From an optimization exercise on the open Yosys and OpenROAD flow, aimed at small area and a short achievable clock period; shortcuts taken in it are not production practice.
Function was not checked in any run shown here: the RTL went through the layout flow alone.
Power figures rest on the tool's default switching activity, not on a simulated workload.

File: flow/config.mk
export PLATFORM = sky130hd
export DESIGN_NAME = keyed_permutation
export DESIGN_NICKNAME = keyed_permutation
export VERILOG_FILES = /design/flow/design.v
export SDC_FILE = /design/flow/constraint.sdc
export NUM_CORES = 4
export LEC_CHECK = 0
export ABC_AREA = 1
export CAP_MARGIN = 20
export CORE_MARGIN = 2
export CORE_UTILIZATION = 75
export SLEW_MARGIN = 20
export SYNTH_HIERARCHICAL = 1
export SYNTH_MINIMUM_KEEP_SIZE = 0
File: flow/constraint.sdc
create_clock -name core_clock -period 300.0 [get_ports {i_clk}]
set_input_delay 60.0000 -clock core_clock [delete_from_list [all_inputs] [get_ports {i_clk}]]
set_output_delay 60.0000 -clock core_clock [all_outputs]
set_load 0.01 [all_outputs]
File: flow/design.v
module kp_swap (
    input wire a,
    input wire b,
    input wire c,
    input wire cn,
    output wire ya,
    output wire yb
    );
assign ya = ~((c | a) & (cn | b));
assign yb = ~((c | b) & (cn | a));
endmodule
module keyed_permutation #(
    parameter UNIT_WIDTH = 1
    )(
    input wire i_clk,
    input wire [16*UNIT_WIDTH-1:0] i_dat,
    input wire [16*INDEX_WIDTH-1:0] i_key,
    input wire i_inverse,
    output reg [16*UNIT_WIDTH-1:0] o_dat
    );
localparam INDEX_WIDTH = 4;
reg [48:0] key_r;
always @(posedge i_clk) key_r <= i_key[48:0];
reg [14:0] t0;
integer v0;
always @* begin
    t0 = 0;
    for (v0 = 0; v0 < 16; v0 = v0 + 1)
        if (key_r[3:0] == v0)
            t0 = ~({15{1'b1}} << (v0 % 16));
end
reg [13:0] t1;
integer v1;
always @* begin
    t1 = 0;
    for (v1 = 0; v1 < 16; v1 = v1 + 1)
        if (key_r[7:4] == v1)
            t1 = ~({14{1'b1}} << (v1 % 15));
end
reg [12:0] t2;
integer v2;
always @* begin
    t2 = 0;
    for (v2 = 0; v2 < 16; v2 = v2 + 1)
        if (key_r[11:8] == v2)
            t2 = ~({13{1'b1}} << (v2 % 14));
end
reg [11:0] t3;
integer v3;
always @* begin
    t3 = 0;
    for (v3 = 0; v3 < 16; v3 = v3 + 1)
        if (key_r[15:12] == v3)
            t3 = ~({12{1'b1}} << (v3 % 13));
end
reg [10:0] t4;
integer v4;
always @* begin
    t4 = 0;
    for (v4 = 0; v4 < 16; v4 = v4 + 1)
        if (key_r[19:16] == v4)
            t4 = ~({11{1'b1}} << (v4 % 12));
end
reg [9:0] t5;
integer v5;
always @* begin
    t5 = 0;
    for (v5 = 0; v5 < 16; v5 = v5 + 1)
        if (key_r[23:20] == v5)
            t5 = ~({10{1'b1}} << (v5 % 11));
end
reg [8:0] t6;
integer v6;
always @* begin
    t6 = 0;
    for (v6 = 0; v6 < 16; v6 = v6 + 1)
        if (key_r[27:24] == v6)
            t6 = ~({9{1'b1}} << (v6 % 10));
end
reg [7:0] t7;
integer v7;
always @* begin
    t7 = 0;
    for (v7 = 0; v7 < 16; v7 = v7 + 1)
        if (key_r[31:28] == v7)
            t7 = ~({8{1'b1}} << (v7 % 9));
end
reg [6:0] t8;
integer v8;
always @* begin
    t8 = 0;
    for (v8 = 0; v8 < 8; v8 = v8 + 1)
        if (key_r[34:32] == v8)
            t8 = ~({7{1'b1}} << (v8 % 8));
end
reg [5:0] t9;
integer v9;
always @* begin
    t9 = 0;
    for (v9 = 0; v9 < 8; v9 = v9 + 1)
        if (key_r[37:35] == v9)
            t9 = ~({6{1'b1}} << (v9 % 7));
end
reg [4:0] t10;
integer v10;
always @* begin
    t10 = 0;
    for (v10 = 0; v10 < 8; v10 = v10 + 1)
        if (key_r[40:38] == v10)
            t10 = ~({5{1'b1}} << (v10 % 6));
end
reg [3:0] t11;
integer v11;
always @* begin
    t11 = 0;
    for (v11 = 0; v11 < 8; v11 = v11 + 1)
        if (key_r[43:41] == v11)
            t11 = ~({4{1'b1}} << (v11 % 5));
end
reg [2:0] t12;
integer v12;
always @* begin
    t12 = 0;
    for (v12 = 0; v12 < 4; v12 = v12 + 1)
        if (key_r[45:44] == v12)
            t12 = ~({3{1'b1}} << (v12 % 4));
end
reg [1:0] t13;
integer v13;
always @* begin
    t13 = 0;
    for (v13 = 0; v13 < 4; v13 = v13 + 1)
        if (key_r[47:46] == v13)
            t13 = ~({2{1'b1}} << (v13 % 3));
end
reg [0:0] t14;
integer v14;
always @* begin
    t14 = 0;
    for (v14 = 0; v14 < 2; v14 = v14 + 1)
        if (key_r[48:48] == v14)
            t14 = ~({1{1'b1}} << (v14 % 2));
end
wire invn = ~i_inverse;
wire d0_14, d0_15;
wire c0_14, cn0_14;
assign cn0_14 = ~((i_inverse | t0[14]) & (invn | t14[0]));
assign c0_14 = ~cn0_14;
kp_swap u_s0_14 (.a(i_dat[14]), .b(i_dat[15]), .c(c0_14), .cn(cn0_14), .ya(d0_14), .yb(d0_15));
wire d1_13, d1_14;
wire c1_13, cn1_13;
assign cn1_13 = ~((i_inverse | t0[13]) & (invn | t13[0]));
assign c1_13 = ~cn1_13;
kp_swap u_s1_13 (.a(i_dat[13]), .b((~d0_14)), .c(c1_13), .cn(cn1_13), .ya(d1_13), .yb(d1_14));
wire d2_12, d2_13;
wire c2_12, cn2_12;
assign cn2_12 = ~((i_inverse | t0[12]) & (invn | t12[0]));
assign c2_12 = ~cn2_12;
kp_swap u_s2_12 (.a((~i_dat[12])), .b(d1_13), .c(c2_12), .cn(cn2_12), .ya(d2_12), .yb(d2_13));
wire d2_14, d2_15;
wire c2_14, cn2_14;
assign cn2_14 = ~((i_inverse | t1[13]) & (invn | t13[1]));
assign c2_14 = ~cn2_14;
kp_swap u_s2_14 (.a(d1_14), .b(d0_15), .c(c2_14), .cn(cn2_14), .ya(d2_14), .yb(d2_15));
wire d3_11, d3_12;
wire c3_11, cn3_11;
assign cn3_11 = ~((i_inverse | t0[11]) & (invn | t11[0]));
assign c3_11 = ~cn3_11;
kp_swap u_s3_11 (.a(i_dat[11]), .b(d2_12), .c(c3_11), .cn(cn3_11), .ya(d3_11), .yb(d3_12));
wire d3_13, d3_14;
wire c3_13, cn3_13;
assign cn3_13 = ~((i_inverse | t1[12]) & (invn | t12[1]));
assign c3_13 = ~cn3_13;
kp_swap u_s3_13 (.a(d2_13), .b(d2_14), .c(c3_13), .cn(cn3_13), .ya(d3_13), .yb(d3_14));
wire d4_10, d4_11;
wire c4_10, cn4_10;
assign cn4_10 = ~((i_inverse | t0[10]) & (invn | t10[0]));
assign c4_10 = ~cn4_10;
kp_swap u_s4_10 (.a((~i_dat[10])), .b(d3_11), .c(c4_10), .cn(cn4_10), .ya(d4_10), .yb(d4_11));
wire d4_12, d4_13;
wire c4_12, cn4_12;
assign cn4_12 = ~((i_inverse | t1[11]) & (invn | t11[1]));
assign c4_12 = ~cn4_12;
kp_swap u_s4_12 (.a(d3_12), .b(d3_13), .c(c4_12), .cn(cn4_12), .ya(d4_12), .yb(d4_13));
wire d4_14, d4_15;
wire c4_14, cn4_14;
assign cn4_14 = ~((i_inverse | t2[12]) & (invn | t12[2]));
assign c4_14 = ~cn4_14;
kp_swap u_s4_14 (.a(d3_14), .b((~d2_15)), .c(c4_14), .cn(cn4_14), .ya(d4_14), .yb(d4_15));
wire d5_9, d5_10;
wire c5_9, cn5_9;
assign cn5_9 = ~((i_inverse | t0[9]) & (invn | t9[0]));
assign c5_9 = ~cn5_9;
kp_swap u_s5_9 (.a(i_dat[9]), .b(d4_10), .c(c5_9), .cn(cn5_9), .ya(d5_9), .yb(d5_10));
wire d5_11, d5_12;
wire c5_11, cn5_11;
assign cn5_11 = ~((i_inverse | t1[10]) & (invn | t10[1]));
assign c5_11 = ~cn5_11;
kp_swap u_s5_11 (.a(d4_11), .b(d4_12), .c(c5_11), .cn(cn5_11), .ya(d5_11), .yb(d5_12));
wire d5_13, d5_14;
wire c5_13, cn5_13;
assign cn5_13 = ~((i_inverse | t2[11]) & (invn | t11[2]));
assign c5_13 = ~cn5_13;
kp_swap u_s5_13 (.a(d4_13), .b(d4_14), .c(c5_13), .cn(cn5_13), .ya(d5_13), .yb(d5_14));
wire d6_8, d6_9;
wire c6_8, cn6_8;
assign cn6_8 = ~((i_inverse | t0[8]) & (invn | t8[0]));
assign c6_8 = ~cn6_8;
kp_swap u_s6_8 (.a((~i_dat[8])), .b(d5_9), .c(c6_8), .cn(cn6_8), .ya(d6_8), .yb(d6_9));
wire d6_10, d6_11;
wire c6_10, cn6_10;
assign cn6_10 = ~((i_inverse | t1[9]) & (invn | t9[1]));
assign c6_10 = ~cn6_10;
kp_swap u_s6_10 (.a(d5_10), .b(d5_11), .c(c6_10), .cn(cn6_10), .ya(d6_10), .yb(d6_11));
wire d6_12, d6_13;
wire c6_12, cn6_12;
assign cn6_12 = ~((i_inverse | t2[10]) & (invn | t10[2]));
assign c6_12 = ~cn6_12;
kp_swap u_s6_12 (.a(d5_12), .b(d5_13), .c(c6_12), .cn(cn6_12), .ya(d6_12), .yb(d6_13));
wire d6_14, d6_15;
wire c6_14, cn6_14;
assign cn6_14 = ~((i_inverse | t3[11]) & (invn | t11[3]));
assign c6_14 = ~cn6_14;
kp_swap u_s6_14 (.a(d5_14), .b((~d4_15)), .c(c6_14), .cn(cn6_14), .ya(d6_14), .yb(d6_15));
wire d7_7, d7_8;
wire c7_7, cn7_7;
assign cn7_7 = ~((i_inverse | t0[7]) & (invn | t7[0]));
assign c7_7 = ~cn7_7;
kp_swap u_s7_7 (.a(i_dat[7]), .b(d6_8), .c(c7_7), .cn(cn7_7), .ya(d7_7), .yb(d7_8));
wire d7_9, d7_10;
wire c7_9, cn7_9;
assign cn7_9 = ~((i_inverse | t1[8]) & (invn | t8[1]));
assign c7_9 = ~cn7_9;
kp_swap u_s7_9 (.a(d6_9), .b(d6_10), .c(c7_9), .cn(cn7_9), .ya(d7_9), .yb(d7_10));
wire d7_11, d7_12;
wire c7_11, cn7_11;
assign cn7_11 = ~((i_inverse | t2[9]) & (invn | t9[2]));
assign c7_11 = ~cn7_11;
kp_swap u_s7_11 (.a(d6_11), .b(d6_12), .c(c7_11), .cn(cn7_11), .ya(d7_11), .yb(d7_12));
wire d7_13, d7_14;
wire c7_13, cn7_13;
assign cn7_13 = ~((i_inverse | t3[10]) & (invn | t10[3]));
assign c7_13 = ~cn7_13;
kp_swap u_s7_13 (.a(d6_13), .b(d6_14), .c(c7_13), .cn(cn7_13), .ya(d7_13), .yb(d7_14));
wire d8_6, d8_7;
wire c8_6, cn8_6;
assign cn8_6 = ~((i_inverse | t0[6]) & (invn | t6[0]));
assign c8_6 = ~cn8_6;
kp_swap u_s8_6 (.a((~i_dat[6])), .b(d7_7), .c(c8_6), .cn(cn8_6), .ya(d8_6), .yb(d8_7));
wire d8_8, d8_9;
wire c8_8, cn8_8;
assign cn8_8 = ~((i_inverse | t1[7]) & (invn | t7[1]));
assign c8_8 = ~cn8_8;
kp_swap u_s8_8 (.a(d7_8), .b(d7_9), .c(c8_8), .cn(cn8_8), .ya(d8_8), .yb(d8_9));
wire d8_10, d8_11;
wire c8_10, cn8_10;
assign cn8_10 = ~((i_inverse | t2[8]) & (invn | t8[2]));
assign c8_10 = ~cn8_10;
kp_swap u_s8_10 (.a(d7_10), .b(d7_11), .c(c8_10), .cn(cn8_10), .ya(d8_10), .yb(d8_11));
wire d8_12, d8_13;
wire c8_12, cn8_12;
assign cn8_12 = ~((i_inverse | t3[9]) & (invn | t9[3]));
assign c8_12 = ~cn8_12;
kp_swap u_s8_12 (.a(d7_12), .b(d7_13), .c(c8_12), .cn(cn8_12), .ya(d8_12), .yb(d8_13));
wire d8_14, d8_15;
wire c8_14, cn8_14;
assign cn8_14 = ~((i_inverse | t4[10]) & (invn | t10[4]));
assign c8_14 = ~cn8_14;
kp_swap u_s8_14 (.a(d7_14), .b((~d6_15)), .c(c8_14), .cn(cn8_14), .ya(d8_14), .yb(d8_15));
wire d9_5, d9_6;
wire c9_5, cn9_5;
assign cn9_5 = ~((i_inverse | t0[5]) & (invn | t5[0]));
assign c9_5 = ~cn9_5;
kp_swap u_s9_5 (.a(i_dat[5]), .b(d8_6), .c(c9_5), .cn(cn9_5), .ya(d9_5), .yb(d9_6));
wire d9_7, d9_8;
wire c9_7, cn9_7;
assign cn9_7 = ~((i_inverse | t1[6]) & (invn | t6[1]));
assign c9_7 = ~cn9_7;
kp_swap u_s9_7 (.a(d8_7), .b(d8_8), .c(c9_7), .cn(cn9_7), .ya(d9_7), .yb(d9_8));
wire d9_9, d9_10;
wire c9_9, cn9_9;
assign cn9_9 = ~((i_inverse | t2[7]) & (invn | t7[2]));
assign c9_9 = ~cn9_9;
kp_swap u_s9_9 (.a(d8_9), .b(d8_10), .c(c9_9), .cn(cn9_9), .ya(d9_9), .yb(d9_10));
wire d9_11, d9_12;
wire c9_11, cn9_11;
assign cn9_11 = ~((i_inverse | t3[8]) & (invn | t8[3]));
assign c9_11 = ~cn9_11;
kp_swap u_s9_11 (.a(d8_11), .b(d8_12), .c(c9_11), .cn(cn9_11), .ya(d9_11), .yb(d9_12));
wire d9_13, d9_14;
wire c9_13, cn9_13;
assign cn9_13 = ~((i_inverse | t4[9]) & (invn | t9[4]));
assign c9_13 = ~cn9_13;
kp_swap u_s9_13 (.a(d8_13), .b(d8_14), .c(c9_13), .cn(cn9_13), .ya(d9_13), .yb(d9_14));
wire d10_4, d10_5;
wire c10_4, cn10_4;
assign cn10_4 = ~((i_inverse | t0[4]) & (invn | t4[0]));
assign c10_4 = ~cn10_4;
kp_swap u_s10_4 (.a((~i_dat[4])), .b(d9_5), .c(c10_4), .cn(cn10_4), .ya(d10_4), .yb(d10_5));
wire d10_6, d10_7;
wire c10_6, cn10_6;
assign cn10_6 = ~((i_inverse | t1[5]) & (invn | t5[1]));
assign c10_6 = ~cn10_6;
kp_swap u_s10_6 (.a(d9_6), .b(d9_7), .c(c10_6), .cn(cn10_6), .ya(d10_6), .yb(d10_7));
wire d10_8, d10_9;
wire c10_8, cn10_8;
assign cn10_8 = ~((i_inverse | t2[6]) & (invn | t6[2]));
assign c10_8 = ~cn10_8;
kp_swap u_s10_8 (.a(d9_8), .b(d9_9), .c(c10_8), .cn(cn10_8), .ya(d10_8), .yb(d10_9));
wire d10_10, d10_11;
wire c10_10, cn10_10;
assign cn10_10 = ~((i_inverse | t3[7]) & (invn | t7[3]));
assign c10_10 = ~cn10_10;
kp_swap u_s10_10 (.a(d9_10), .b(d9_11), .c(c10_10), .cn(cn10_10), .ya(d10_10), .yb(d10_11));
wire d10_12, d10_13;
wire c10_12, cn10_12;
assign cn10_12 = ~((i_inverse | t4[8]) & (invn | t8[4]));
assign c10_12 = ~cn10_12;
kp_swap u_s10_12 (.a(d9_12), .b(d9_13), .c(c10_12), .cn(cn10_12), .ya(d10_12), .yb(d10_13));
wire d10_14, d10_15;
wire c10_14, cn10_14;
assign cn10_14 = ~((i_inverse | t5[9]) & (invn | t9[5]));
assign c10_14 = ~cn10_14;
kp_swap u_s10_14 (.a(d9_14), .b((~d8_15)), .c(c10_14), .cn(cn10_14), .ya(d10_14), .yb(d10_15));
wire d11_3, d11_4;
wire c11_3, cn11_3;
assign cn11_3 = ~((i_inverse | t0[3]) & (invn | t3[0]));
assign c11_3 = ~cn11_3;
kp_swap u_s11_3 (.a(i_dat[3]), .b(d10_4), .c(c11_3), .cn(cn11_3), .ya(d11_3), .yb(d11_4));
wire d11_5, d11_6;
wire c11_5, cn11_5;
assign cn11_5 = ~((i_inverse | t1[4]) & (invn | t4[1]));
assign c11_5 = ~cn11_5;
kp_swap u_s11_5 (.a(d10_5), .b(d10_6), .c(c11_5), .cn(cn11_5), .ya(d11_5), .yb(d11_6));
wire d11_7, d11_8;
wire c11_7, cn11_7;
assign cn11_7 = ~((i_inverse | t2[5]) & (invn | t5[2]));
assign c11_7 = ~cn11_7;
kp_swap u_s11_7 (.a(d10_7), .b(d10_8), .c(c11_7), .cn(cn11_7), .ya(d11_7), .yb(d11_8));
wire d11_9, d11_10;
wire c11_9, cn11_9;
assign cn11_9 = ~((i_inverse | t3[6]) & (invn | t6[3]));
assign c11_9 = ~cn11_9;
kp_swap u_s11_9 (.a(d10_9), .b(d10_10), .c(c11_9), .cn(cn11_9), .ya(d11_9), .yb(d11_10));
wire d11_11, d11_12;
wire c11_11, cn11_11;
assign cn11_11 = ~((i_inverse | t4[7]) & (invn | t7[4]));
assign c11_11 = ~cn11_11;
kp_swap u_s11_11 (.a(d10_11), .b(d10_12), .c(c11_11), .cn(cn11_11), .ya(d11_11), .yb(d11_12));
wire d11_13, d11_14;
wire c11_13, cn11_13;
assign cn11_13 = ~((i_inverse | t5[8]) & (invn | t8[5]));
assign c11_13 = ~cn11_13;
kp_swap u_s11_13 (.a(d10_13), .b(d10_14), .c(c11_13), .cn(cn11_13), .ya(d11_13), .yb(d11_14));
wire d12_2, d12_3;
wire c12_2, cn12_2;
assign cn12_2 = ~((i_inverse | t0[2]) & (invn | t2[0]));
assign c12_2 = ~cn12_2;
kp_swap u_s12_2 (.a((~i_dat[2])), .b(d11_3), .c(c12_2), .cn(cn12_2), .ya(d12_2), .yb(d12_3));
wire d12_4, d12_5;
wire c12_4, cn12_4;
assign cn12_4 = ~((i_inverse | t1[3]) & (invn | t3[1]));
assign c12_4 = ~cn12_4;
kp_swap u_s12_4 (.a(d11_4), .b(d11_5), .c(c12_4), .cn(cn12_4), .ya(d12_4), .yb(d12_5));
wire d12_6, d12_7;
wire c12_6, cn12_6;
assign cn12_6 = ~((i_inverse | t2[4]) & (invn | t4[2]));
assign c12_6 = ~cn12_6;
kp_swap u_s12_6 (.a(d11_6), .b(d11_7), .c(c12_6), .cn(cn12_6), .ya(d12_6), .yb(d12_7));
wire d12_8, d12_9;
wire c12_8, cn12_8;
assign cn12_8 = ~((i_inverse | t3[5]) & (invn | t5[3]));
assign c12_8 = ~cn12_8;
kp_swap u_s12_8 (.a(d11_8), .b(d11_9), .c(c12_8), .cn(cn12_8), .ya(d12_8), .yb(d12_9));
wire d12_10, d12_11;
wire c12_10, cn12_10;
assign cn12_10 = ~((i_inverse | t4[6]) & (invn | t6[4]));
assign c12_10 = ~cn12_10;
kp_swap u_s12_10 (.a(d11_10), .b(d11_11), .c(c12_10), .cn(cn12_10), .ya(d12_10), .yb(d12_11));
wire d12_12, d12_13;
wire c12_12, cn12_12;
assign cn12_12 = ~((i_inverse | t5[7]) & (invn | t7[5]));
assign c12_12 = ~cn12_12;
kp_swap u_s12_12 (.a(d11_12), .b(d11_13), .c(c12_12), .cn(cn12_12), .ya(d12_12), .yb(d12_13));
wire d12_14, d12_15;
wire c12_14, cn12_14;
assign cn12_14 = ~((i_inverse | t6[8]) & (invn | t8[6]));
assign c12_14 = ~cn12_14;
kp_swap u_s12_14 (.a(d11_14), .b((~d10_15)), .c(c12_14), .cn(cn12_14), .ya(d12_14), .yb(d12_15));
wire d13_1, d13_2;
wire c13_1, cn13_1;
assign cn13_1 = ~((i_inverse | t0[1]) & (invn | t1[0]));
assign c13_1 = ~cn13_1;
kp_swap u_s13_1 (.a(i_dat[1]), .b(d12_2), .c(c13_1), .cn(cn13_1), .ya(d13_1), .yb(d13_2));
wire d13_3, d13_4;
wire c13_3, cn13_3;
assign cn13_3 = ~((i_inverse | t1[2]) & (invn | t2[1]));
assign c13_3 = ~cn13_3;
kp_swap u_s13_3 (.a(d12_3), .b(d12_4), .c(c13_3), .cn(cn13_3), .ya(d13_3), .yb(d13_4));
wire d13_5, d13_6;
wire c13_5, cn13_5;
assign cn13_5 = ~((i_inverse | t2[3]) & (invn | t3[2]));
assign c13_5 = ~cn13_5;
kp_swap u_s13_5 (.a(d12_5), .b(d12_6), .c(c13_5), .cn(cn13_5), .ya(d13_5), .yb(d13_6));
wire d13_7, d13_8;
wire c13_7, cn13_7;
assign cn13_7 = ~((i_inverse | t3[4]) & (invn | t4[3]));
assign c13_7 = ~cn13_7;
kp_swap u_s13_7 (.a(d12_7), .b(d12_8), .c(c13_7), .cn(cn13_7), .ya(d13_7), .yb(d13_8));
wire d13_9, d13_10;
wire c13_9, cn13_9;
assign cn13_9 = ~((i_inverse | t4[5]) & (invn | t5[4]));
assign c13_9 = ~cn13_9;
kp_swap u_s13_9 (.a(d12_9), .b(d12_10), .c(c13_9), .cn(cn13_9), .ya(d13_9), .yb(d13_10));
wire d13_11, d13_12;
wire c13_11, cn13_11;
assign cn13_11 = ~((i_inverse | t5[6]) & (invn | t6[5]));
assign c13_11 = ~cn13_11;
kp_swap u_s13_11 (.a(d12_11), .b(d12_12), .c(c13_11), .cn(cn13_11), .ya(d13_11), .yb(d13_12));
wire d13_13, d13_14;
wire c13_13, cn13_13;
assign cn13_13 = ~((i_inverse | t6[7]) & (invn | t7[6]));
assign c13_13 = ~cn13_13;
kp_swap u_s13_13 (.a(d12_13), .b(d12_14), .c(c13_13), .cn(cn13_13), .ya(d13_13), .yb(d13_14));
wire d14_0, d14_1;
kp_swap u_s14_0 (.a((~i_dat[0])), .b(d13_1), .c(t0[0]), .cn((~t0[0])), .ya(d14_0), .yb(d14_1));
wire d14_2, d14_3;
kp_swap u_s14_2 (.a(d13_2), .b(d13_3), .c(t1[1]), .cn((~t1[1])), .ya(d14_2), .yb(d14_3));
wire d14_4, d14_5;
kp_swap u_s14_4 (.a(d13_4), .b(d13_5), .c(t2[2]), .cn((~t2[2])), .ya(d14_4), .yb(d14_5));
wire d14_6, d14_7;
kp_swap u_s14_6 (.a(d13_6), .b(d13_7), .c(t3[3]), .cn((~t3[3])), .ya(d14_6), .yb(d14_7));
wire d14_8, d14_9;
kp_swap u_s14_8 (.a(d13_8), .b(d13_9), .c(t4[4]), .cn((~t4[4])), .ya(d14_8), .yb(d14_9));
wire d14_10, d14_11;
kp_swap u_s14_10 (.a(d13_10), .b(d13_11), .c(t5[5]), .cn((~t5[5])), .ya(d14_10), .yb(d14_11));
wire d14_12, d14_13;
kp_swap u_s14_12 (.a(d13_12), .b(d13_13), .c(t6[6]), .cn((~t6[6])), .ya(d14_12), .yb(d14_13));
wire d14_14, d14_15;
kp_swap u_s14_14 (.a(d13_14), .b((~d12_15)), .c(t7[7]), .cn((~t7[7])), .ya(d14_14), .yb(d14_15));
wire d15_1, d15_2;
wire c15_1, cn15_1;
assign cn15_1 = ~((i_inverse | t1[0]) & (invn | t0[1]));
assign c15_1 = ~cn15_1;
kp_swap u_s15_1 (.a(d14_1), .b(d14_2), .c(c15_1), .cn(cn15_1), .ya(d15_1), .yb(d15_2));
wire d15_3, d15_4;
wire c15_3, cn15_3;
assign cn15_3 = ~((i_inverse | t2[1]) & (invn | t1[2]));
assign c15_3 = ~cn15_3;
kp_swap u_s15_3 (.a(d14_3), .b(d14_4), .c(c15_3), .cn(cn15_3), .ya(d15_3), .yb(d15_4));
wire d15_5, d15_6;
wire c15_5, cn15_5;
assign cn15_5 = ~((i_inverse | t3[2]) & (invn | t2[3]));
assign c15_5 = ~cn15_5;
kp_swap u_s15_5 (.a(d14_5), .b(d14_6), .c(c15_5), .cn(cn15_5), .ya(d15_5), .yb(d15_6));
wire d15_7, d15_8;
wire c15_7, cn15_7;
assign cn15_7 = ~((i_inverse | t4[3]) & (invn | t3[4]));
assign c15_7 = ~cn15_7;
kp_swap u_s15_7 (.a(d14_7), .b(d14_8), .c(c15_7), .cn(cn15_7), .ya(d15_7), .yb(d15_8));
wire d15_9, d15_10;
wire c15_9, cn15_9;
assign cn15_9 = ~((i_inverse | t5[4]) & (invn | t4[5]));
assign c15_9 = ~cn15_9;
kp_swap u_s15_9 (.a(d14_9), .b(d14_10), .c(c15_9), .cn(cn15_9), .ya(d15_9), .yb(d15_10));
wire d15_11, d15_12;
wire c15_11, cn15_11;
assign cn15_11 = ~((i_inverse | t6[5]) & (invn | t5[6]));
assign c15_11 = ~cn15_11;
kp_swap u_s15_11 (.a(d14_11), .b(d14_12), .c(c15_11), .cn(cn15_11), .ya(d15_11), .yb(d15_12));
wire d15_13, d15_14;
wire c15_13, cn15_13;
assign cn15_13 = ~((i_inverse | t7[6]) & (invn | t6[7]));
assign c15_13 = ~cn15_13;
kp_swap u_s15_13 (.a(d14_13), .b(d14_14), .c(c15_13), .cn(cn15_13), .ya(d15_13), .yb(d15_14));
wire d16_2, d16_3;
wire c16_2, cn16_2;
assign cn16_2 = ~((i_inverse | t2[0]) & (invn | t0[2]));
assign c16_2 = ~cn16_2;
kp_swap u_s16_2 (.a(d15_2), .b(d15_3), .c(c16_2), .cn(cn16_2), .ya(d16_2), .yb(d16_3));
wire d16_4, d16_5;
wire c16_4, cn16_4;
assign cn16_4 = ~((i_inverse | t3[1]) & (invn | t1[3]));
assign c16_4 = ~cn16_4;
kp_swap u_s16_4 (.a(d15_4), .b(d15_5), .c(c16_4), .cn(cn16_4), .ya(d16_4), .yb(d16_5));
wire d16_6, d16_7;
wire c16_6, cn16_6;
assign cn16_6 = ~((i_inverse | t4[2]) & (invn | t2[4]));
assign c16_6 = ~cn16_6;
kp_swap u_s16_6 (.a(d15_6), .b(d15_7), .c(c16_6), .cn(cn16_6), .ya(d16_6), .yb(d16_7));
wire d16_8, d16_9;
wire c16_8, cn16_8;
assign cn16_8 = ~((i_inverse | t5[3]) & (invn | t3[5]));
assign c16_8 = ~cn16_8;
kp_swap u_s16_8 (.a(d15_8), .b(d15_9), .c(c16_8), .cn(cn16_8), .ya(d16_8), .yb(d16_9));
wire d16_10, d16_11;
wire c16_10, cn16_10;
assign cn16_10 = ~((i_inverse | t6[4]) & (invn | t4[6]));
assign c16_10 = ~cn16_10;
kp_swap u_s16_10 (.a(d15_10), .b(d15_11), .c(c16_10), .cn(cn16_10), .ya(d16_10), .yb(d16_11));
wire d16_12, d16_13;
wire c16_12, cn16_12;
assign cn16_12 = ~((i_inverse | t7[5]) & (invn | t5[7]));
assign c16_12 = ~cn16_12;
kp_swap u_s16_12 (.a(d15_12), .b(d15_13), .c(c16_12), .cn(cn16_12), .ya(d16_12), .yb(d16_13));
wire d16_14, d16_15;
wire c16_14, cn16_14;
assign cn16_14 = ~((i_inverse | t8[6]) & (invn | t6[8]));
assign c16_14 = ~cn16_14;
kp_swap u_s16_14 (.a(d15_14), .b((~d14_15)), .c(c16_14), .cn(cn16_14), .ya(d16_14), .yb(d16_15));
wire d17_3, d17_4;
wire c17_3, cn17_3;
assign cn17_3 = ~((i_inverse | t3[0]) & (invn | t0[3]));
assign c17_3 = ~cn17_3;
kp_swap u_s17_3 (.a(d16_3), .b(d16_4), .c(c17_3), .cn(cn17_3), .ya(d17_3), .yb(d17_4));
wire d17_5, d17_6;
wire c17_5, cn17_5;
assign cn17_5 = ~((i_inverse | t4[1]) & (invn | t1[4]));
assign c17_5 = ~cn17_5;
kp_swap u_s17_5 (.a(d16_5), .b(d16_6), .c(c17_5), .cn(cn17_5), .ya(d17_5), .yb(d17_6));
wire d17_7, d17_8;
wire c17_7, cn17_7;
assign cn17_7 = ~((i_inverse | t5[2]) & (invn | t2[5]));
assign c17_7 = ~cn17_7;
kp_swap u_s17_7 (.a(d16_7), .b(d16_8), .c(c17_7), .cn(cn17_7), .ya(d17_7), .yb(d17_8));
wire d17_9, d17_10;
wire c17_9, cn17_9;
assign cn17_9 = ~((i_inverse | t6[3]) & (invn | t3[6]));
assign c17_9 = ~cn17_9;
kp_swap u_s17_9 (.a(d16_9), .b(d16_10), .c(c17_9), .cn(cn17_9), .ya(d17_9), .yb(d17_10));
wire d17_11, d17_12;
wire c17_11, cn17_11;
assign cn17_11 = ~((i_inverse | t7[4]) & (invn | t4[7]));
assign c17_11 = ~cn17_11;
kp_swap u_s17_11 (.a(d16_11), .b(d16_12), .c(c17_11), .cn(cn17_11), .ya(d17_11), .yb(d17_12));
wire d17_13, d17_14;
wire c17_13, cn17_13;
assign cn17_13 = ~((i_inverse | t8[5]) & (invn | t5[8]));
assign c17_13 = ~cn17_13;
kp_swap u_s17_13 (.a(d16_13), .b(d16_14), .c(c17_13), .cn(cn17_13), .ya(d17_13), .yb(d17_14));
wire d18_4, d18_5;
wire c18_4, cn18_4;
assign cn18_4 = ~((i_inverse | t4[0]) & (invn | t0[4]));
assign c18_4 = ~cn18_4;
kp_swap u_s18_4 (.a(d17_4), .b(d17_5), .c(c18_4), .cn(cn18_4), .ya(d18_4), .yb(d18_5));
wire d18_6, d18_7;
wire c18_6, cn18_6;
assign cn18_6 = ~((i_inverse | t5[1]) & (invn | t1[5]));
assign c18_6 = ~cn18_6;
kp_swap u_s18_6 (.a(d17_6), .b(d17_7), .c(c18_6), .cn(cn18_6), .ya(d18_6), .yb(d18_7));
wire d18_8, d18_9;
wire c18_8, cn18_8;
assign cn18_8 = ~((i_inverse | t6[2]) & (invn | t2[6]));
assign c18_8 = ~cn18_8;
kp_swap u_s18_8 (.a(d17_8), .b(d17_9), .c(c18_8), .cn(cn18_8), .ya(d18_8), .yb(d18_9));
wire d18_10, d18_11;
wire c18_10, cn18_10;
assign cn18_10 = ~((i_inverse | t7[3]) & (invn | t3[7]));
assign c18_10 = ~cn18_10;
kp_swap u_s18_10 (.a(d17_10), .b(d17_11), .c(c18_10), .cn(cn18_10), .ya(d18_10), .yb(d18_11));
wire d18_12, d18_13;
wire c18_12, cn18_12;
assign cn18_12 = ~((i_inverse | t8[4]) & (invn | t4[8]));
assign c18_12 = ~cn18_12;
kp_swap u_s18_12 (.a(d17_12), .b(d17_13), .c(c18_12), .cn(cn18_12), .ya(d18_12), .yb(d18_13));
wire d18_14, d18_15;
wire c18_14, cn18_14;
assign cn18_14 = ~((i_inverse | t9[5]) & (invn | t5[9]));
assign c18_14 = ~cn18_14;
kp_swap u_s18_14 (.a(d17_14), .b((~d16_15)), .c(c18_14), .cn(cn18_14), .ya(d18_14), .yb(d18_15));
wire d19_5, d19_6;
wire c19_5, cn19_5;
assign cn19_5 = ~((i_inverse | t5[0]) & (invn | t0[5]));
assign c19_5 = ~cn19_5;
kp_swap u_s19_5 (.a(d18_5), .b(d18_6), .c(c19_5), .cn(cn19_5), .ya(d19_5), .yb(d19_6));
wire d19_7, d19_8;
wire c19_7, cn19_7;
assign cn19_7 = ~((i_inverse | t6[1]) & (invn | t1[6]));
assign c19_7 = ~cn19_7;
kp_swap u_s19_7 (.a(d18_7), .b(d18_8), .c(c19_7), .cn(cn19_7), .ya(d19_7), .yb(d19_8));
wire d19_9, d19_10;
wire c19_9, cn19_9;
assign cn19_9 = ~((i_inverse | t7[2]) & (invn | t2[7]));
assign c19_9 = ~cn19_9;
kp_swap u_s19_9 (.a(d18_9), .b(d18_10), .c(c19_9), .cn(cn19_9), .ya(d19_9), .yb(d19_10));
wire d19_11, d19_12;
wire c19_11, cn19_11;
assign cn19_11 = ~((i_inverse | t8[3]) & (invn | t3[8]));
assign c19_11 = ~cn19_11;
kp_swap u_s19_11 (.a(d18_11), .b(d18_12), .c(c19_11), .cn(cn19_11), .ya(d19_11), .yb(d19_12));
wire d19_13, d19_14;
wire c19_13, cn19_13;
assign cn19_13 = ~((i_inverse | t9[4]) & (invn | t4[9]));
assign c19_13 = ~cn19_13;
kp_swap u_s19_13 (.a(d18_13), .b(d18_14), .c(c19_13), .cn(cn19_13), .ya(d19_13), .yb(d19_14));
wire d20_6, d20_7;
wire c20_6, cn20_6;
assign cn20_6 = ~((i_inverse | t6[0]) & (invn | t0[6]));
assign c20_6 = ~cn20_6;
kp_swap u_s20_6 (.a(d19_6), .b(d19_7), .c(c20_6), .cn(cn20_6), .ya(d20_6), .yb(d20_7));
wire d20_8, d20_9;
wire c20_8, cn20_8;
assign cn20_8 = ~((i_inverse | t7[1]) & (invn | t1[7]));
assign c20_8 = ~cn20_8;
kp_swap u_s20_8 (.a(d19_8), .b(d19_9), .c(c20_8), .cn(cn20_8), .ya(d20_8), .yb(d20_9));
wire d20_10, d20_11;
wire c20_10, cn20_10;
assign cn20_10 = ~((i_inverse | t8[2]) & (invn | t2[8]));
assign c20_10 = ~cn20_10;
kp_swap u_s20_10 (.a(d19_10), .b(d19_11), .c(c20_10), .cn(cn20_10), .ya(d20_10), .yb(d20_11));
wire d20_12, d20_13;
wire c20_12, cn20_12;
assign cn20_12 = ~((i_inverse | t9[3]) & (invn | t3[9]));
assign c20_12 = ~cn20_12;
kp_swap u_s20_12 (.a(d19_12), .b(d19_13), .c(c20_12), .cn(cn20_12), .ya(d20_12), .yb(d20_13));
wire d20_14, d20_15;
wire c20_14, cn20_14;
assign cn20_14 = ~((i_inverse | t10[4]) & (invn | t4[10]));
assign c20_14 = ~cn20_14;
kp_swap u_s20_14 (.a(d19_14), .b((~d18_15)), .c(c20_14), .cn(cn20_14), .ya(d20_14), .yb(d20_15));
wire d21_7, d21_8;
wire c21_7, cn21_7;
assign cn21_7 = ~((i_inverse | t7[0]) & (invn | t0[7]));
assign c21_7 = ~cn21_7;
kp_swap u_s21_7 (.a(d20_7), .b(d20_8), .c(c21_7), .cn(cn21_7), .ya(d21_7), .yb(d21_8));
wire d21_9, d21_10;
wire c21_9, cn21_9;
assign cn21_9 = ~((i_inverse | t8[1]) & (invn | t1[8]));
assign c21_9 = ~cn21_9;
kp_swap u_s21_9 (.a(d20_9), .b(d20_10), .c(c21_9), .cn(cn21_9), .ya(d21_9), .yb(d21_10));
wire d21_11, d21_12;
wire c21_11, cn21_11;
assign cn21_11 = ~((i_inverse | t9[2]) & (invn | t2[9]));
assign c21_11 = ~cn21_11;
kp_swap u_s21_11 (.a(d20_11), .b(d20_12), .c(c21_11), .cn(cn21_11), .ya(d21_11), .yb(d21_12));
wire d21_13, d21_14;
wire c21_13, cn21_13;
assign cn21_13 = ~((i_inverse | t10[3]) & (invn | t3[10]));
assign c21_13 = ~cn21_13;
kp_swap u_s21_13 (.a(d20_13), .b(d20_14), .c(c21_13), .cn(cn21_13), .ya(d21_13), .yb(d21_14));
wire d22_8, d22_9;
wire c22_8, cn22_8;
assign cn22_8 = ~((i_inverse | t8[0]) & (invn | t0[8]));
assign c22_8 = ~cn22_8;
kp_swap u_s22_8 (.a(d21_8), .b(d21_9), .c(c22_8), .cn(cn22_8), .ya(d22_8), .yb(d22_9));
wire d22_10, d22_11;
wire c22_10, cn22_10;
assign cn22_10 = ~((i_inverse | t9[1]) & (invn | t1[9]));
assign c22_10 = ~cn22_10;
kp_swap u_s22_10 (.a(d21_10), .b(d21_11), .c(c22_10), .cn(cn22_10), .ya(d22_10), .yb(d22_11));
wire d22_12, d22_13;
wire c22_12, cn22_12;
assign cn22_12 = ~((i_inverse | t10[2]) & (invn | t2[10]));
assign c22_12 = ~cn22_12;
kp_swap u_s22_12 (.a(d21_12), .b(d21_13), .c(c22_12), .cn(cn22_12), .ya(d22_12), .yb(d22_13));
wire d22_14, d22_15;
wire c22_14, cn22_14;
assign cn22_14 = ~((i_inverse | t11[3]) & (invn | t3[11]));
assign c22_14 = ~cn22_14;
kp_swap u_s22_14 (.a(d21_14), .b((~d20_15)), .c(c22_14), .cn(cn22_14), .ya(d22_14), .yb(d22_15));
wire d23_9, d23_10;
wire c23_9, cn23_9;
assign cn23_9 = ~((i_inverse | t9[0]) & (invn | t0[9]));
assign c23_9 = ~cn23_9;
kp_swap u_s23_9 (.a(d22_9), .b(d22_10), .c(c23_9), .cn(cn23_9), .ya(d23_9), .yb(d23_10));
wire d23_11, d23_12;
wire c23_11, cn23_11;
assign cn23_11 = ~((i_inverse | t10[1]) & (invn | t1[10]));
assign c23_11 = ~cn23_11;
kp_swap u_s23_11 (.a(d22_11), .b(d22_12), .c(c23_11), .cn(cn23_11), .ya(d23_11), .yb(d23_12));
wire d23_13, d23_14;
wire c23_13, cn23_13;
assign cn23_13 = ~((i_inverse | t11[2]) & (invn | t2[11]));
assign c23_13 = ~cn23_13;
kp_swap u_s23_13 (.a(d22_13), .b(d22_14), .c(c23_13), .cn(cn23_13), .ya(d23_13), .yb(d23_14));
wire d24_10, d24_11;
wire c24_10, cn24_10;
assign cn24_10 = ~((i_inverse | t10[0]) & (invn | t0[10]));
assign c24_10 = ~cn24_10;
kp_swap u_s24_10 (.a(d23_10), .b(d23_11), .c(c24_10), .cn(cn24_10), .ya(d24_10), .yb(d24_11));
wire d24_12, d24_13;
wire c24_12, cn24_12;
assign cn24_12 = ~((i_inverse | t11[1]) & (invn | t1[11]));
assign c24_12 = ~cn24_12;
kp_swap u_s24_12 (.a(d23_12), .b(d23_13), .c(c24_12), .cn(cn24_12), .ya(d24_12), .yb(d24_13));
wire d24_14, d24_15;
wire c24_14, cn24_14;
assign cn24_14 = ~((i_inverse | t12[2]) & (invn | t2[12]));
assign c24_14 = ~cn24_14;
kp_swap u_s24_14 (.a(d23_14), .b((~d22_15)), .c(c24_14), .cn(cn24_14), .ya(d24_14), .yb(d24_15));
wire d25_11, d25_12;
wire c25_11, cn25_11;
assign cn25_11 = ~((i_inverse | t11[0]) & (invn | t0[11]));
assign c25_11 = ~cn25_11;
kp_swap u_s25_11 (.a(d24_11), .b(d24_12), .c(c25_11), .cn(cn25_11), .ya(d25_11), .yb(d25_12));
wire d25_13, d25_14;
wire c25_13, cn25_13;
assign cn25_13 = ~((i_inverse | t12[1]) & (invn | t1[12]));
assign c25_13 = ~cn25_13;
kp_swap u_s25_13 (.a(d24_13), .b(d24_14), .c(c25_13), .cn(cn25_13), .ya(d25_13), .yb(d25_14));
wire d26_12, d26_13;
wire c26_12, cn26_12;
assign cn26_12 = ~((i_inverse | t12[0]) & (invn | t0[12]));
assign c26_12 = ~cn26_12;
kp_swap u_s26_12 (.a(d25_12), .b(d25_13), .c(c26_12), .cn(cn26_12), .ya(d26_12), .yb(d26_13));
wire d26_14, d26_15;
wire c26_14, cn26_14;
assign cn26_14 = ~((i_inverse | t13[1]) & (invn | t1[13]));
assign c26_14 = ~cn26_14;
kp_swap u_s26_14 (.a(d25_14), .b((~d24_15)), .c(c26_14), .cn(cn26_14), .ya(d26_14), .yb(d26_15));
wire d27_13, d27_14;
wire c27_13, cn27_13;
assign cn27_13 = ~((i_inverse | t13[0]) & (invn | t0[13]));
assign c27_13 = ~cn27_13;
kp_swap u_s27_13 (.a(d26_13), .b(d26_14), .c(c27_13), .cn(cn27_13), .ya(d27_13), .yb(d27_14));
wire d28_14, d28_15;
wire c28_14, cn28_14;
assign cn28_14 = ~((i_inverse | t14[0]) & (invn | t0[14]));
assign c28_14 = ~cn28_14;
kp_swap u_s28_14 (.a(d27_14), .b((~d26_15)), .c(c28_14), .cn(cn28_14), .ya(d28_14), .yb(d28_15));
wire [15:0] res = {d28_15, d28_14, ~d27_13, d26_12, ~d25_11, d24_10, ~d23_9, d22_8, ~d21_7, d20_6, ~d19_5, d18_4, ~d17_3, d16_2, ~d15_1, d14_0};
always @(posedge i_clk)
    o_dat <= res;
endmodule
File: flow/flow/run.sh
#!/bin/bash
# Layout flow: the standard ORFS flow, with these changes:
#  - synthesis maps with an area-oriented ABC script (flow/abc_map.script)
#  - ports are buffered with the smallest buffer (sky130_fd_sc_hd__buf_1)
#  - the clock tree is built from clkbuf_8 cells, without dummy loads
# Each tool's output goes to a log file of its own in this folder.
set -euo pipefail
W=$PWD
F=$W/flow
# synthesis script: the standard flow's, with every abc call using our ABC script
{
  echo 'proc abc {args} {'
  echo '  set i [lsearch -exact $args -script]'
  echo "  if {\$i >= 0} { lset args [expr {\$i + 1}] $F/abc_map.script }"
  echo '  yosys abc {*}$args'
  echo '}'
  cat $W/synth_recipe.tcl
} > $W/flow_synth.tcl
# the make command of standard.sh, with our synthesis script
MK=$(grep -m1 '^make ' $W/standard.sh | sed "s|SYNTH_SCRIPT=[^ ]*|SYNTH_SCRIPT=$W/flow_synth.tcl|; s|\"\${@:-finish}\"||")
export BUFFER_PORTS_ARGS="-buffer_cell sky130_fd_sc_hd__buf_1"
export CTS_ARGS="-sink_clustering_enable -repair_clock_nets -dont_use_dummy_load -buf_list sky130_fd_sc_hd__clkbuf_8 -sink_clustering_size 20 -sink_clustering_max_diameter 80"
eval "$MK finish" > $W/flow_make.log 2>&1
R=$(echo "$MK" | sed -E 's|.*WORK_HOME=([^ ]*).*|\1|')/results/$FLOW_PLATFORM/keyed_permutation/base
: # left out here: write the final layout as DEF
File: flow/flow/abc_map.script
strash
&get -n
&deepsyn -T 5
&put
dch
amap -m
topo
File: flow/standard.sh
#!/bin/bash
# synth_recipe.tcl (not shown) runs the flow's synth.tcl, then flattens the netlist and writes it again
# the make line also repeats each setting of config.mk as NAME=value (left out here)
make -C /OpenROAD-flow-scripts/flow DESIGN_CONFIG=/design/flow/config.mk WORK_HOME=/design/flow/orfs CLKGATE_MAP_FILE= SYNTH_SCRIPT=/design/flow/synth_recipe.tcl "${@:-finish}"
==> results.json, run 1 <==
{
  "clkPwrFrac_pct": 19.0,
  "cts_sinks": 65,
  "total_power_mw": 0.0302,
  "drt-total-wl_um": 16600,
  "clock_latency_ns": 0.36,
  "portBuffers": 82,
  "routed_via_density": 7.06,
  "cpMaxStageDelayCell": "buf_4",
  "grtUsageTotal_pct": 44.7,
  "yosysUniqueCellTypes": 20,
  "min_period_ns": 67.74,
  "fin_area_mm2": 0.00554,
  "drtIter0Drc": 1075,
  "dr_total_vias": 6755,
  "clk_pin_slew_ns": 0.06,
  "critical_path_arrival_ns": 67.96,
  "min_path_type": "flop to flop",
  "p_int_mw": 0.0174,
  "grt_overflow_total": 0,
  "dieArea_mm2": 0.00733,
  "place_congestion": 1.06,
  "grt_max_degree": 78,
  "clk_path_buf_depth": 2,
  "finalCritPeriodShare_pct": 22.6,
  "grtUsageMet3_pct": 12.1,
  "seq_area_frac_synth_pct": 26.0,
  "syn_inst": 787,
  "use_met1_pct": 53.2,
  "maxSlewHeadroom_pct": 47.6,
  "place_area_mm2": 0.00542,
  "rows": 29,
  "start_kind": "primary input",
  "syn2layout_area_growth_pct": 10.9,
  "antenna_left": 0,
  "seqPwrFrac_pct": 33.4,
  "swShare_pct": 42.5,
  "worstMarginPinSlew_ns": 0.785,
  "post-cts-setup-buffers": 0,
  "cp_common_cell": "o22ai_1",
  "setup_violations": 0,
  "first_pass_iters": 9,
  "use_met2_pct": 72.7,
  "powerDensity_mw_per_mm2": 5.45,
  "syn_area_mm2": 0.00500,
  "antenna_found_initial": 0,
  "p_leak_nw": 1.74,
  "crit_fanout": 68,
  "worst_setup_path_end_kind": "flop",
  "post-dp-hpwl_um": 12300,
  "irDropWorstVdd_mv": 0.00502,
  "grt_pass1_wl_um": 26200,
  "switchingPower_mw": 0.0128,
  "maxCapViolCount": 0,
  "core_mm2": 0.00639,
  "die_w_um": 85.6,
  "cts_tree": "done",
  "layout.nets": 965,
  "diodes": 0,
  "cts-buffers-inserted": 9,
  "rrSetupSlack_ns": 292.03,
  "criticalPathCategory": "primary input to flop",
  "drc": 0,
  "synth_warnings": 7,
  "synth_fp_nets": 870,
  "nFillCells": 389,
  "ioPinCount": 98,
  "initial_utilization_pct": 78.2,
  "die_h_um": 85.6,
  "status": "complete, no violations",
  "root_buffer": "clkbuf_8",
  "syn-mean-instance-area_um2": 6.35,
  "finClkSkew_ns": 0.00921,
  "maxSlewViolCount": 0,
  "drive_gt1_share_pct": 1.36,
  "fmax_mhz": 14.8,
  "required_ns": 300.22,
  "htree_levels": 3,
  "slowest_delay_ns": 0.57,
  "rsz0062_at_grt": "false",
  "grt_busiest_layer": "met2",
  "finalSetupTns_ns": 0,
  "hold_viol": 0,
  "cts_hold_buf": 0,
  "wl_per_cell_um": 17.3,
  "grt_pass1_vias": 5992,
  "pwr-share-comb_pct": 47.6,
  "ys_ff_latch": 65,
  "cts_resized": 0
}
==> kinds of logic after synthesis <==
group                      after synthesis  share of synthesized area, %
and+or+nand+nor                        123                          10.1
AOI/OAI and AO/OA                      389                          47.9
DFF                                     65                          26.0
buffers and inverters                  209                          15.7
adders and majority gates                1                         0.250
==> metrics by stage <==
stage	instances	hold slack, ns	utilization [%]	setup slack [ns]
6_report	957	0.710	86.8	232.26
3_3_place_gp	948	0.603	84.8	232.94
3_5_place_dp	948	0.653	84.8	232.56
2_1_floorplan	787	0.554	-	233.50
4_1_cts	957	0.672	86.8	232.82
5_1_grt	957	0.732	86.8	231.81
==> synthesized netlist by cell type (all sizes together) <==
cell,n,area share [%]
nand3,9,0.90
o21a,2,0.30
a21boi,1,0.15
nor3b,1,0.15
ha,1,0.25
o32ai,10,1.8
and2,1,0.13
o22ai,305,38
nor3,3,0.30
nor2,63,4.7
nand2,37,2.8
or2,8,1.0
nor2b,1,0.13
a32oi,1,0.18
a31oi,8,1.0
dfxtp,65,26
o31ai,2,0.30
a21oi,8,0.80
o21ai,52,5.2
clkinv,209,16
==> per-layer routing <==
| metal | vias up | share of wire [%] |
|---|---|---|
| met4 | 0 | 7.1 |
| li1 | 3149 | - |
| met3 | 168 | 14 |
| met5 | - | 0 |
| met2 | 620 | 43 |
| met1 | 2818 | 36 |
==> Yosys stat by module, one instance, submodules excluded <==
module | area, um^2 | cells inside | copies in the design
keyed_permutation | 3490 | 547 | 1
kp_swap | 12.5 | 2 | 120
==> worst paths after layout <==
check	start	endpoint	cells after the start
hold / removal	key_r[0]	o_dat[0]	2
setup reg to reg	key_r[2]	o_dat[15]	34
setup / recovery	i_inverse	o_dat[15]	36
hold reg to reg	key_r[0]	o_dat[0]	2
==> power by group through the flow <==
stage	clock, mW	combinational, mW	sequential (mW)
final	0.00573	0.0144	0.0101
after global routing	0.00615	0.0155	0.0101
after CTS	0.00571	0.0136	0.0100
after detailed placement	0	0.0135	0.0102
after global placement	0	0.0129	0.0102
after floorplan	0	0.0100	0.0105
==> cell type report <==
class | count | area, um^2 | share of cell area, %
flip-flops and latches | 65 | 1300 | 23.5
multi-input cells | 513 | 2910 | 52.5
well taps | 77 | 96.3 | 1.74
clock buffers | 9 | 124 | 2.24
inverters | 209 | 785 | 14.2
repair buffers | 84 | 324 | 5.85
==> sequential cells by signal, indices dropped and copies added, names as in the netlist <==
signal / count
key_r: 49
o_dat: 16
==> worst max-delay path, delay by kind of cell <==
kind / cells / cell delay (ns)
AOI/OAI and AO/OA: 30 / 6.40
buffers and inverters: 5 / 1.15
and+or+nand+nor: 1 / 0.35
==> layout by cell type, fill, tap and decap left out, types with 9 or more instances in the layout <==
cell type,instances
clkinv_1,209
buf_1,81
dfxtp_1,65
nor2_1,63
clkbuf_8,9
nand3_1,9
o22ai_1,305
o21ai_0,52
o32ai_1,10
nand2_1,37
==> run 2: changes to the inputs <==
--- a/flow/flow/run.sh
+++ b/flow/flow/run.sh
@@ -19,7 +19,7 @@
 # the make command of standard.sh, with our synthesis script
 MK=$(grep -m1 '^make ' $W/standard.sh | sed "s|SYNTH_SCRIPT=[^ ]*|SYNTH_SCRIPT=$W/flow_synth.tcl|; s|\"\${@:-finish}\"||")
 export BUFFER_PORTS_ARGS="-buffer_cell sky130_fd_sc_hd__buf_1"
-export CTS_ARGS="-sink_clustering_enable -repair_clock_nets -dont_use_dummy_load -buf_list sky130_fd_sc_hd__clkbuf_8 -sink_clustering_size 20 -sink_clustering_max_diameter 80"
+export CTS_ARGS="-sink_clustering_enable -repair_clock_nets -dont_use_dummy_load -buf_list sky130_fd_sc_hd__clkbuf_8 -sink_clustering_size 12 -sink_clustering_max_diameter 50"
 eval "$MK finish" > $W/flow_make.log 2>&1
 R=$(echo "$MK" | sed -E 's|.*WORK_HOME=([^ ]*).*|\1|')/results/$FLOW_PLATFORM/keyed_permutation/base
 : # left out here: write the final layout as DEF
--- a/flow/config.mk
+++ b/flow/config.mk
@@ -8,7 +8,7 @@
 export ABC_AREA = 1
 export CAP_MARGIN = 20
 export CORE_MARGIN = 2
-export CORE_UTILIZATION = 75
+export CORE_UTILIZATION = 65
 export SLEW_MARGIN = 20
 export SYNTH_HIERARCHICAL = 1
 export SYNTH_MINIMUM_KEEP_SIZE = 0
==> run 2 against run 1 <==
Die area rose by 15%. Clock-buffer cell count did not move. Clock power barely moved. Flip-flop and latch count did not move. Via count fell by 2.1%. Sequential share of layout area fell by 0.12 points. Clock skew rose by 0.010 ns. Sequential power barely moved. Largest cell class unchanged.
==> results.json, run 2 <==
{
  "status": "complete, no violations",
  "async_flop_share_pct": 0,
  "syn_area_mm2": 0.00500,
  "wl_per_cell_um": 17.1,
  "cts_tree": "done",
  "crit_end": "o_dat[15]",
  "maxCapViolCount": 0,
  "routed_via_density": 6.75,
  "largest_reg_flops": 49,
  "die_h_um": 91.7,
  "drive_gt1_share_pct": 1.36,
  "synth_edf_count": 0,
  "portBuffers": 82,
  "drc": 0,
  "post-dp-hpwl_um": 13100,
  "first_pass_iters": 16,
  "syn2layout_area_growth_pct": 11.4,
  "rr_endpoint": "o_dat[15]",
  "slowest_delay_ns": 0.57,
  "p_leak_nw": 1.74,
  "irDropWorstVdd_mv": 0.00291,
  "cpMaxStageDelayCell": "buf_4",
  "initial_utilization_pct": 68.2,
  "cts_resized": 0,
  "cts-buffers-inserted": 9,
  "syn_inst": 787,
  "nFillCells": 589,
  "start_kind": "primary input",
  "min_period_ns": 68.17,
  "antenna_left": 0,
  "synth_top_family_by_area": "compound AO/OA/AOI/OAI gates",
  "root_buffer": "clkbuf_8",
  "drtIter0Drc": 789,
  "pwr-share-comb_pct": 47.6,
  "grt_max_degree": 59,
  "place_congestion": 1.02,
  "ioPinCount": 98,
  "yosysUniqueCellTypes": 20,
  "synth_fa_ha_area_share_pct": 0.250,
  "fmax_mhz": 14.7,
  "swShare_pct": 42.5,
  "worst_setup_path_end_kind": "flop",
  "grtUsageTotal_pct": 40.1,
  "clkPwrFrac_pct": 19.1,
  "diodes": 0,
  "die_w_um": 91.7,
  "rows": 31,
  "required_ns": 300.21,
  "place_inst": 970,
  "worstMarginPinSlew_ns": 0.676,
  "p_int_mw": 0.0174,
  "antenna_found_initial": 0,
  "layout_commonest_cell": "o22ai_1",
  "post-place-ws_ns": 232.01,
  "critical_path_arrival_ns": 68.38,
  "final_cells": 979,
  "finalSetupTns_ns": 0,
  "final_cell_mix": "305 x o22ai_1, 209 x clkinv_1, 81 x buf_1, 65 x dfxtp_1, 63 x nor2_1",
  "clk_pin_slew_ns": 0.06,
  "seq_area_frac_synth_pct": 26.0,
  "clock_latency_ns": 0.35,
  "synth_warnings": 7,
  "synth_xor_area_share_pct": 0,
  "clk_path_buf_depth": 2,
  "synth.area.mux_share_pct": 0,
  "synth_ff_type": "dfxtp_1",
  "critical_path.startpoint": "i_inverse",
  "htree_levels": 3,
  "maxSlewHeadroom_pct": 54.9,
  "min_path_type": "flop to flop",
  "yosys.cell_count.top_type": "o22ai_1",
  "seqPwrFrac_pct": 33.3,
  "largest_registers": "key_r: 49 flops, o_dat: 16 flops",
  "maxSlewViolCount": 0,
  "r2r-start": "key_r[2]",
  "synth_fp_nets": 870,
  "synth_area_leaders": "o22ai_1 38%, dfxtp_1 26%, clkinv_1 16%",
  "regMostFlops": "key_r",
  "rrSetupSlack_ns": 292.07,
  "switchingPower_mw": 0.0128,
  "finalCritPeriodShare_pct": 22.7,
  "grt_pass1_vias": 5990,
  "setup_violations": 0,
  "grt_overflow_total": 0,
  "grt_pass1_wl_um": 27100,
  "criticalPathCategory": "primary input to flop",
  "core_mm2": 0.00733,
  "drt-total-wl_um": 16700,
  "syn-mean-instance-area_um2": 6.35,
  "yosys.area.top_type_share_pct": 38.2,
  "yosys.area_share.simple_pct": 10.1,
  "layout.nets": 965,
  "yosysTopAreaCell": "o22ai_1",
  "rsz0062_at_grt": "false",
  "powerDensity_mw_per_mm2": 5.42,
  "synth_compound_area_share_pct": 47.9,
  "dieArea_mm2": 0.00840,
  "cts_sinks": 65,
  "ys_ff_latch": 65,
  "finClkSkew_ns": 0.0197,
  "cts_hold_buf": 0,
  "ys_top_cells_by_count": "305 x o22ai_1, 209 x clkinv_1, 65 x dfxtp_1",
  "dr_total_vias": 6610,
  "setup_slack_ns": 231.83,
  "cp_common_cell": "o22ai_1",
  "rr_worst_depth": 34,
  "crit_fanout": 58,
  "hold_viol": 0,
  "post-cts-setup-buffers": 0
}
-- run 2: kinds of logic after synthesis --
| kind of cell | count (synthesis) |
|---|---|
| simple gates | 123 |
| buf+inv | 209 |
| fa+ha+maj | 1 |
| compound gates | 389 |
| flops | 65 |
-- run 2: metrics by stage --
stage               power [mW]  hold slack (ns)  cell area, um^2  utilization, %
floorplan               0.0205            0.554             5000               -
global placement        0.0234            0.607             5440            74.3
detailed placement      0.0239            0.644             5440            74.3
CTS                     0.0296            0.668             5570            76.0
global route            0.0318            0.726             5570            76.0
finish                  0.0302            0.670             5570            76.0
-- run 2: worst min-delay path by stage --
stage | from | endpoint | slack (ns) | depth (start not counted)
after CTS | key_r[48] | o_dat[14] | 0.67 | 3
after global routing | key_r[48] | o_dat[15] | 0.73 | 3
after global placement | key_r[48] | o_dat[15] | 0.61 | 3
after detailed placement | key_r[48] | o_dat[14] | 0.64 | 3
after floorplan | key_r[48] | o_dat[15] | 0.55 | 3
final | key_r[48] | o_dat[14] | 0.67 | 3
-- run 2: layout make-up --
class / instances / area [um^2] / area share [%]
Multi-Input combinational cell: 513 / 2910 / 52.3
Tap cell: 99 / 124 / 2.22
Clock buffer: 9 / 124 / 2.22
Timing Repair Buffer: 84 / 324 / 5.82
Inverter: 209 / 785 / 14.1
Sequential cell: 65 / 1300 / 23.4
-- run 2: critical path: cells and delay by family --
kind / cells / cell delay, ns
AOI/OAI and AO/OA: 30 / 6.35
buffers and inverters: 5 / 1.67
and+or+nand+nor: 1 / 0.32
-- run 2: power by group through the flow --
stage	Sequential [mW]	Clock, mW	Combinational (mW)
final	0.0101	0.00575	0.0144
after global routing	0.0102	0.00603	0.0156
after CTS	0.0100	0.00575	0.0138
after detailed placement	0.0102	0	0.0137
after global placement	0.0102	0	0.0132
after floorplan	0.0105	0	0.0100
-- run 2: layer usage --
layer  GRT usage, %  vias up  routed length [um]
li1               -     3154                   -
met1           51.1     2799                6460
met2           67.6      550                7410
met3           5.75      107                2010
met4           16.8        0                 843
met5              0        -                   0
-- run 2: Yosys stat by module (local to each module, per instance) --
module | times used | cells | cell area (um^2)
keyed_permutation | 1 | 547 | 3490
kp_swap | 120 | 2 | 12.5

-- port drivers added, routing unchanged --
Ports are ideal in the flow. The routed layouts listed here were re-timed in OpenROAD.
Step 1: set_driving_cell puts a clkbuf_16 on i_clk and a buf_2 on each other input, an assumption about the parent block.
Step 2 adds t to the input delays and takes it off the output delays; t is the mean of the earliest and latest rising clock arrival at the registers after step 1. Input paths then give back, and output paths get back, about the clock's delay inside the block.
Slacks: no drivers / after step 1 / after step 2; pairs: no drivers / after step 1.
| run | t, ns | slack for setup (ns) | cell pins on the clock port's net |
|---|---|---|---|
| run 1 | 0.390 | 232.263 / 232.274 / 231.885 | 1 |
| run 2 | 0.373 | 231.829 / 231.843 / 231.470 | 1 |
After both steps setup and hold are still met in every run listed. The setup slack of run 1, which loses most, moves by +0.011 ns with the drivers and by -0.378 ns with both steps.
